What follows belongs to an exercise in optimizing a design on an open flow for small area; a production flow would make more cautious choices. Function was checked by simulation only, so behaviour that the tests miss may differ from the original. The flow treats the clock pin as an ideal source, which a real chip does not have.

== red ==
## fft_8point
module fft_8point(
    input clk,
    input rst,
    input  signed [15:0] x_real_0, input signed [15:0] x_imag_0,
    input  signed [15:0] x_real_1, input signed [15:0] x_imag_1,
    input  signed [15:0] x_real_2, input signed [15:0] x_imag_2,
    input  signed [15:0] x_real_3, input signed [15:0] x_imag_3,
    input  signed [15:0] x_real_4, input signed [15:0] x_imag_4,
    input  signed [15:0] x_real_5, input signed [15:0] x_imag_5,
    input  signed [15:0] x_real_6, input signed [15:0] x_imag_6,
    input  signed [15:0] x_real_7, input signed [15:0] x_imag_7,
    output signed [15:0] X_real_0, output signed [15:0] X_imag_0,
    output signed [15:0] X_real_1, output signed [15:0] X_imag_1,
    output signed [15:0] X_real_2, output signed [15:0] X_imag_2,
    output signed [15:0] X_real_3, output signed [15:0] X_imag_3,
    output signed [15:0] X_real_4, output signed [15:0] X_imag_4,
    output signed [15:0] X_real_5, output signed [15:0] X_imag_5,
    output signed [15:0] X_real_6, output signed [15:0] X_imag_6,
    output signed [15:0] X_real_7, output signed [15:0] X_imag_7
);
Size in the first run: ~2,700 cells after synthesis, ~510 I/O pins, ~0.040 mm^2 of cells after synthesis.
export LEC_CHECK = 0
export CAP_MARGIN = 20
export CORE_MARGIN = 2
export CORE_UTILIZATION = 60
export CTS_BUF_LIST = sky130_fd_sc_hd__clkbuf_16
export CTS_CLUSTER_DIAMETER = 120
export CTS_CLUSTER_SIZE = 28
export SLEW_MARGIN = 20
export SYNTH_HIERARCHICAL = 1
export SYNTH_MINIMUM_KEEP_SIZE = 0
create_clock -name core_clock -period 10.0 [get_ports {clk}]
standard.sh (not shown) runs the stock make flow with config.mk's settings and CLKGATE_MAP_FILE= SYNTH_SCRIPT=/design/flow/synth_recipe.tcl, a recipe that flattens the netlist after the stock synthesis.
==> flow/flow/run.sh <==
#!/bin/bash
# The standard layout (standard.sh: unchanged synthesis and steps) with two
# layout settings changed:
#  - the port buffers use the smallest buffer cell (buf_1);
#  - CTS: clkbuf_16 leaf buffers over clusters of up to 28 registers, clkbuf_8
#    for the tree above them, and no dummy clock loads.
export BUFFER_PORTS_ARGS="-buffer_cell sky130_fd_sc_hd__buf_1"
export CTS_ARGS="-sink_clustering_enable -repair_clock_nets -buf_list sky130_fd_sc_hd__clkbuf_16 -sink_clustering_size 30 -sink_clustering_max_diameter 110 -tree_buf sky130_fd_sc_hd__clkbuf_8 -root_buf sky130_fd_sc_hd__clkbuf_8 -dont_use_dummy_load"
bash standard.sh > standard.log 2>&1
Looking at the reports, red completed the entire flow and the layout it produced met the timing, DRC and antenna checks.
Here is what was changed in the inputs of blue compared with red.
==> flow/run.sh (new file) <==
#!/bin/bash
# synth_recipe.tcl (not shown) runs the flow's synth.tcl, then flattens the netlist and writes it again
# the make line also repeats each setting of config.mk as NAME=value (left out here)
make -C /OpenROAD-flow-scripts/flow DESIGN_CONFIG=/design/flow/config.mk WORK_HOME=/design/flow/orfs CLKGATE_MAP_FILE= SYNTH_SCRIPT=/design/flow/synth_recipe.tcl finish
--- a/flow/config.mk
+++ b/flow/config.mk
@@ -10,5 +10,5 @@
 export CORE_UTILIZATION = 60
 export CTS_BUF_LIST = sky130_fd_sc_hd__clkbuf_16
-export CTS_CLUSTER_DIAMETER = 120
+export CTS_CLUSTER_DIAMETER = 100
 export CTS_CLUSTER_SIZE = 28
 export SLEW_MARGIN = 20
removed: flow/flow/run.sh
removed: flow/standard.sh
==> comparison <==
Clock network area share was lower in the run labelled red. Wire length on met3, blue and red: higher on blue. Summary: with red as the reference, critical path depth in blue moved up by a few percent. Diff red -> blue: mux contribution to synthesized area comparable; worst slack after detailed placement rose by 0.041 ns.
diff inputs: blue => green
==> flow/flow/run.sh (new file) <==
#!/bin/bash
# The standard layout (standard.sh: unchanged synthesis and steps) with two
# settings changed: buf_1 as the port buffer cell, and no dummy clock loads in CTS.
export BUFFER_PORTS_ARGS="-buffer_cell sky130_fd_sc_hd__buf_1"
export CTS_ARGS="-sink_clustering_enable -repair_clock_nets -buf_list sky130_fd_sc_hd__clkbuf_16 -sink_clustering_size 30 -sink_clustering_max_diameter 130 -dont_use_dummy_load"
bash standard.sh > standard.log 2>&1
==> flow/standard.sh (new file) <==
#!/bin/bash
# synth_recipe.tcl (not shown) runs the flow's synth.tcl, then flattens the netlist and writes it again
# the make line also repeats each setting of config.mk as NAME=value (left out here)
make -C /OpenROAD-flow-scripts/flow DESIGN_CONFIG=/design/flow/config.mk WORK_HOME=/design/flow/orfs CLKGATE_MAP_FILE= SYNTH_SCRIPT=/design/flow/synth_recipe.tcl "${@:-finish}"
removed: flow/run.sh
Findings:
Taking blue as the reference, in green number of H-tree levels went down; largest net degree at the start of global routing moved up.
Between blue and green, the area of the multi-input gates does not differ in any meaningful way.
On number of antenna violations at the first check in global routing: green sits below blue.
Summary of green over blue: signed area change from the synthesized netlist to the final layout now smaller; final critical-path required period fell by 0.049 ns; non-clock buffer count saw a decrease.
> inputs changed (green -> orange)
==> flow/flow/run.sh <==
#!/bin/bash
# The standard layout (standard.sh: unchanged synthesis and steps) with two
# settings changed: buf_1 as the port buffer cell, and no dummy clock loads in CTS.
export BUFFER_PORTS_ARGS="-buffer_cell sky130_fd_sc_hd__buf_1"
export CTS_ARGS="-sink_clustering_enable -repair_clock_nets -buf_list sky130_fd_sc_hd__clkbuf_16 -sink_clustering_size 28 -sink_clustering_max_diameter 120 -tree_buf sky130_fd_sc_hd__clkbuf_4 -root_buf sky130_fd_sc_hd__clkbuf_8 -dont_use_dummy_load"
bash standard.sh > standard.log 2>&1
Notes after the runs:
Per the comparison of orange with green, met1 routing resource usage after global routing did not really move; actual slew at the worst max-slew pin went down; worst slack after detailed placement did not really move. In the flow results for orange and green, the relative slew slack is smaller on green. Comparing green with orange, the wire length came out essentially unchanged. Every run (orange and green) finished clean.

* * *

fft_8point again, from the RTL that the note above started with.
==> flow/config.mk <==
export PLATFORM = sky130hd
export DESIGN_NAME = fft_8point
export DESIGN_NICKNAME = fft_8point
export VERILOG_FILES = /design/flow/design.v
export SDC_FILE = /design/flow/constraint.sdc
export NUM_CORES = 4
export LEC_CHECK = 0
export CAP_MARGIN = 20
export CORE_MARGIN = 2
export CORE_UTILIZATION = 60
export CTS_BUF_LIST = sky130_fd_sc_hd__clkbuf_16
export CTS_CLUSTER_DIAMETER = 100
export CTS_CLUSTER_SIZE = 28
export SLEW_MARGIN = 20
export SYNTH_HIERARCHICAL = 1
export SYNTH_MINIMUM_KEEP_SIZE = 0
==> flow/constraint.sdc <==
create_clock -name core_clock -period 10.0 [get_ports {clk}]
set_input_delay 2.0000 -clock core_clock [delete_from_list [all_inputs] [get_ports {clk}]]
set_output_delay 2.0000 -clock core_clock [all_outputs]
set_load 0.01 [all_outputs]
==> flow/flow/run.sh <==
#!/bin/bash
# The standard layout (standard.sh: unchanged synthesis and steps) with two
# settings changed: buf_1 as the port buffer cell, and no dummy clock loads in CTS.
export BUFFER_PORTS_ARGS="-buffer_cell sky130_fd_sc_hd__buf_1"
export CTS_ARGS="-sink_clustering_enable -repair_clock_nets -buf_list sky130_fd_sc_hd__clkbuf_16 -sink_clustering_size 28 -sink_clustering_max_diameter 100 -dont_use_dummy_load"
bash standard.sh > standard.log 2>&1
The first run finished clean.
Change:
==> flow/flow/run.sh (replaced) <==
#!/bin/bash
# The standard layout (standard.sh: unchanged synthesis and steps) with two
# layout settings changed:
#  - the port buffers use the smallest buffer cell (buf_1);
#  - CTS: clkbuf_16 leaf buffers over clusters of up to 28 registers, clkbuf_8
#    for the tree above them, and no dummy clock loads.
export BUFFER_PORTS_ARGS="-buffer_cell sky130_fd_sc_hd__buf_1"
export CTS_ARGS="-sink_clustering_enable -repair_clock_nets -buf_list {sky130_fd_sc_hd__clkbuf_8 sky130_fd_sc_hd__clkbuf_16} -sink_clustering_size 28 -sink_clustering_max_diameter 120 -tree_buf sky130_fd_sc_hd__clkbuf_8 -root_buf sky130_fd_sc_hd__clkbuf_8 -dont_use_dummy_load"
bash standard.sh > standard.log 2>&1
CTS_CLUSTER_DIAMETER = 120   (was 100)
=>
- worst setup slack gains 0.014 ns
- via count barely changes
- routed wire length is about the same
- synthesized cell count stays the same
- sequential share of layout area came out higher by 0.11 points
- first-iteration DRC count increases by 5.8%

* * *

fft_8point again, from the RTL that the note above started with.
Settings: LEC_CHECK=0, CAP_MARGIN=20, CORE_MARGIN=2, CORE_UTILIZATION=60, CTS_BUF_LIST=sky130_fd_sc_hd__clkbuf_16, CTS_CLUSTER_DIAMETER=70, CTS_CLUSTER_SIZE=36, SLEW_MARGIN=20, SYNTH_HIERARCHICAL=1, SYNTH_MINIMUM_KEEP_SIZE=0; clock period 10.0 ns.
==> flow/flow/run.sh <==
#!/bin/bash
# The standard layout (standard.sh, unchanged synthesis and steps); the only
# difference is the cell used for the port buffers: buf_1 instead of the default.
export BUFFER_PORTS_ARGS="-buffer_cell sky130_fd_sc_hd__buf_1"
bash standard.sh > standard.log 2>&1
The starting point ran to the end with no violations.
Then changed:
==> flow/flow/run.sh (replaced) <==
#!/bin/bash
# The standard layout (standard.sh: unchanged synthesis and steps) with two
# settings changed: buf_1 as the port buffer cell, and no dummy clock loads in CTS.
export BUFFER_PORTS_ARGS="-buffer_cell sky130_fd_sc_hd__buf_1"
export CTS_ARGS="-sink_clustering_enable -repair_clock_nets -buf_list sky130_fd_sc_hd__clkbuf_16 -sink_clustering_size 28 -sink_clustering_max_diameter 120 -tree_buf sky130_fd_sc_hd__clkbuf_8 -root_buf sky130_fd_sc_hd__clkbuf_8 -dont_use_dummy_load"
bash standard.sh > standard.log 2>&1
Settings changed: CORE_UTILIZATION 60 to 70, CTS_CLUSTER_DIAMETER 70 to 100, CTS_CLUSTER_SIZE 36 to 28.
The new run completed without violations. Count of clock-buffer cells in the layout falls by 10. Synthesized cell count does not change.
Then changed:
==> flow/flow/run.sh (replaced) <==
#!/bin/bash
# The standard layout (standard.sh, unchanged synthesis and steps); the only
# difference is the cell used for the port buffers: buf_1 instead of the default.
export BUFFER_PORTS_ARGS="-buffer_cell sky130_fd_sc_hd__buf_1"
bash standard.sh > standard.log 2>&1
Settings changed: CORE_UTILIZATION 70 to 60, CTS_CLUSTER_DIAMETER 100 to 80, CTS_CLUSTER_SIZE 28 to 32.
The changed run finished with timing, DRC and antenna clean; global-route usage shrinks by 4.1 points; worst setup slack loses 0.022 ns.
Then changed:
==> flow/flow/run.sh (replaced) <==
#!/bin/bash
# The standard layout (standard.sh: unchanged synthesis and steps) with two
# settings changed: buf_1 as the port buffer cell, and no dummy clock loads in CTS.
export BUFFER_PORTS_ARGS="-buffer_cell sky130_fd_sc_hd__buf_1"
export CTS_ARGS="-sink_clustering_enable -repair_clock_nets -buf_list sky130_fd_sc_hd__clkbuf_16 -sink_clustering_size 26 -sink_clustering_max_diameter 140 -dont_use_dummy_load"
bash standard.sh > standard.log 2>&1
Settings changed: CTS_CLUSTER_DIAMETER 80 to 100, CTS_CLUSTER_SIZE 32 to 28.
Result: The changed run ran to the end with no violations; clock skew fell by 0.0093 ns; final cell count fell by 0.63%; utilization fell by 0.60 points; fmax barely changes; synthesized cell count is unchanged; design area fell by 0.90%; via count fell by 1.0%.

* * *

## run 1
fft_8point again, from the RTL that the note above started with.
Settings: LEC_CHECK=0, CAP_MARGIN=20, CORE_MARGIN=2, CORE_UTILIZATION=60, CTS_BUF_LIST=sky130_fd_sc_hd__clkbuf_16, CTS_CLUSTER_DIAMETER=120, CTS_CLUSTER_SIZE=28, SLEW_MARGIN=20, SYNTH_HIERARCHICAL=1, SYNTH_MINIMUM_KEEP_SIZE=0; clock period 10.0 ns.
==> flow/flow/run.sh <==
#!/bin/bash
# The standard layout (standard.sh: unchanged synthesis and steps) with two
# layout settings changed:
#  - the port buffers use the smallest buffer cell (buf_1);
#  - CTS: clkbuf_16 leaf buffers over clusters of up to 28 registers, clkbuf_8
#    for the tree above them, and no dummy clock loads.
export BUFFER_PORTS_ARGS="-buffer_cell sky130_fd_sc_hd__buf_1"
export CTS_ARGS="-sink_clustering_enable -repair_clock_nets -buf_list sky130_fd_sc_hd__clkbuf_16 -sink_clustering_size 28 -sink_clustering_max_diameter 120 -tree_buf sky130_fd_sc_hd__clkbuf_8 -root_buf sky130_fd_sc_hd__clkbuf_8 -dont_use_dummy_load"
bash standard.sh > standard.log 2>&1
Inputs modified between run 1 and run 2:
Settings: swapping 120 for 100 in CTS_CLUSTER_DIAMETER.
==> flow/flow/run.sh <==
#!/bin/bash
# The standard layout (standard.sh, unchanged synthesis and steps); the only
# difference is the cell used for the port buffers: buf_1 instead of the default.
export BUFFER_PORTS_ARGS="-buffer_cell sky130_fd_sc_hd__buf_1"
bash standard.sh > standard.log 2>&1
Notes after the runs:
What run 1 reported for clock buffer count has to be multiplied by 1.13 to get the figure for run 2.
Relative to run 1, the arrival time of data at the critical path endpoint of run 2 is lower by 0.17 ns.
Delta (run 2 minus run 1): total number of nets in the final design level.

* * *

== run A ==
Starting RTL as in the previous note.
export LEC_CHECK = 0
export CAP_MARGIN = 20
export CORE_MARGIN = 2
export CORE_UTILIZATION = 60
export CTS_BUF_LIST = sky130_fd_sc_hd__clkbuf_16
export CTS_CLUSTER_DIAMETER = 100
export CTS_CLUSTER_SIZE = 28
export SLEW_MARGIN = 20
export SYNTH_HIERARCHICAL = 1
export SYNTH_MINIMUM_KEEP_SIZE = 0
create_clock -name core_clock -period 10.0 [get_ports {clk}]
==> flow/flow/run.sh <==
#!/bin/bash
# The standard layout (standard.sh: unchanged synthesis and steps) with two
# settings changed: buf_1 as the port buffer cell, and no dummy clock loads in CTS.
export BUFFER_PORTS_ARGS="-buffer_cell sky130_fd_sc_hd__buf_1"
export CTS_ARGS="-sink_clustering_enable -repair_clock_nets -buf_list sky130_fd_sc_hd__clkbuf_16 -sink_clustering_size 28 -sink_clustering_max_diameter 120 -tree_buf sky130_fd_sc_hd__clkbuf_8 -root_buf sky130_fd_sc_hd__clkbuf_8 -dont_use_dummy_load"
bash standard.sh > standard.log 2>&1
Inputs modified between run A and run B:
-- flow/config.mk --
<<< run A, line 9
export CORE_MARGIN = 2
export CORE_UTILIZATION = 60
export CTS_BUF_LIST = sky130_fd_sc_hd__clkbuf_16
>>> run B, line 9
export CORE_MARGIN = 2
export CORE_UTILIZATION = 50
export CTS_BUF_LIST = sky130_fd_sc_hd__clkbuf_16
[summary]
Sort run A and run B by height of the die, descending, and run B comes first.
Relative area change from synthesis to final layout, run A and run B, lower one = run A.
Between run B and run A, the clock latency of the later-clocked register in the worst-skew pair figures differ only marginally.
On cell count after placement: run B sits above run A.
Run B finished every stage and its layout cleared the timing, DRC and antenna checks.
Diff run A..run B | number of antenna-violating nets in the routed design | unchanged
[inputs] run C vs run B
==> flow/flow/run.sh <==
#!/bin/bash
# The standard layout (standard.sh, unchanged synthesis and steps); the only
# difference is the cell used for the port buffers: buf_1 instead of the default.
export BUFFER_PORTS_ARGS="-buffer_cell sky130_fd_sc_hd__buf_1"
bash standard.sh > standard.log 2>&1
-- flow/config.mk --
<<< run B, line 9
export CORE_MARGIN = 2
export CORE_UTILIZATION = 50
export CTS_BUF_LIST = sky130_fd_sc_hd__clkbuf_16
export CTS_CLUSTER_DIAMETER = 100
export CTS_CLUSTER_SIZE = 28
export SLEW_MARGIN = 20
>>> run C, line 9
export CORE_MARGIN = 2
export CORE_UTILIZATION = 60
export CTS_BUF_LIST = sky130_fd_sc_hd__clkbuf_16
export CTS_CLUSTER_DIAMETER = 120
export CTS_CLUSTER_SIZE = 24
export SLEW_MARGIN = 20
==> comparison <==
[compare] base=run B new=run C: vias per cell now larger; met2 wire length now smaller; share of the core filled with cells now larger.
Relative to run B, the number of CTS-inserted buffers measured on run C has increased by more than 10%.
#### Input delta (run D over run C)
-- flow/config.mk --
<<< run C, line 10
export CORE_UTILIZATION = 60
export CTS_BUF_LIST = sky130_fd_sc_hd__clkbuf_16
export CTS_CLUSTER_DIAMETER = 120
export CTS_CLUSTER_SIZE = 24
export SLEW_MARGIN = 20
>>> run D, line 10
export CORE_UTILIZATION = 60
export CTS_BUF_LIST = sky130_fd_sc_hd__clkbuf_8
export CTS_CLUSTER_DIAMETER = 60
export CTS_CLUSTER_SIZE = 14
export SLEW_MARGIN = 20
==> comparison <==
- Per the comparison of run D with run C, final cell utilization of the core shows an increase of 0.35 points, buffer levels on the longest clock path held steady.

-- re-timing with driven ports --
How much do the figures lean on ideal ports? The routed layouts below were timed once more, with nothing changed but the port constraints. Step 1 assumes that a clkbuf_16 drives the clock port and a buf_2 every other input. Step 2 times the ports against the registers' clock, not the clock port: input delays grow and output delays shrink by t, the midpoint of the rising clock arrivals with the driver on. Three values: ideal ports, drivers, drivers and shift; two values: the first two.
run | shift t [ns] | setup WS [ns] | hold slack, ns | worst setup path after step 2
red | 0.798 | 0.348 / 0.348 / 0.348 | 0.303 / 0.303 / 0.303 | register to register
blue | 0.657 | 0.273 / 0.247 / 0.273 | 0.330 / 0.330 / 0.330 | register to register
green | 0.661 | 0.322 / 0.322 / 0.322 | 0.332 / 0.332 / 0.332 | register to register
orange | 0.810 | 0.310 / 0.310 / 0.310 | 0.330 / 0.330 / 0.330 | register to register
the first run of note 2 | 0.621 | 0.296 / 0.296 / 0.296 | 0.330 / 0.330 / 0.330 | register to register
the second run of note 2 | 0.810 | 0.310 / 0.310 / 0.310 | 0.330 / 0.330 / 0.330 | register to register
the first run of note 3 | 0.669 | 0.301 / 0.301 / 0.301 | 0.325 / 0.325 / 0.325 | register to register
the second run of note 3 | 0.790 | 0.343 / 0.343 / 0.343 | 0.331 / 0.331 / 0.331 | register to register
the third run of note 3 | 0.655 | 0.321 / 0.321 / 0.321 | 0.329 / 0.329 / 0.329 | register to register
the fourth run of note 3 | 0.631 | 0.312 / 0.312 / 0.312 | 0.322 / 0.322 / 0.322 | register to register
run 1 | 0.810 | 0.310 / 0.310 / 0.310 | 0.330 / 0.330 / 0.330 | register to register
run 2 | 0.647 | 0.349 / 0.349 / 0.349 | 0.332 / 0.332 / 0.332 | register to register
run A | 0.810 | 0.310 / 0.310 / 0.310 | 0.330 / 0.330 / 0.330 | register to register
run B | 0.814 | 0.355 / 0.355 / 0.355 | 0.330 / 0.330 / 0.330 | register to register
run C | 0.657 | 0.320 / 0.320 / 0.320 | 0.323 / 0.323 / 0.323 | register to register
run D | 0.743 | 0.324 / 0.324 / 0.324 | 0.313 / 0.313 / 0.313 | register to register
After both steps setup and hold are still met in every run listed.
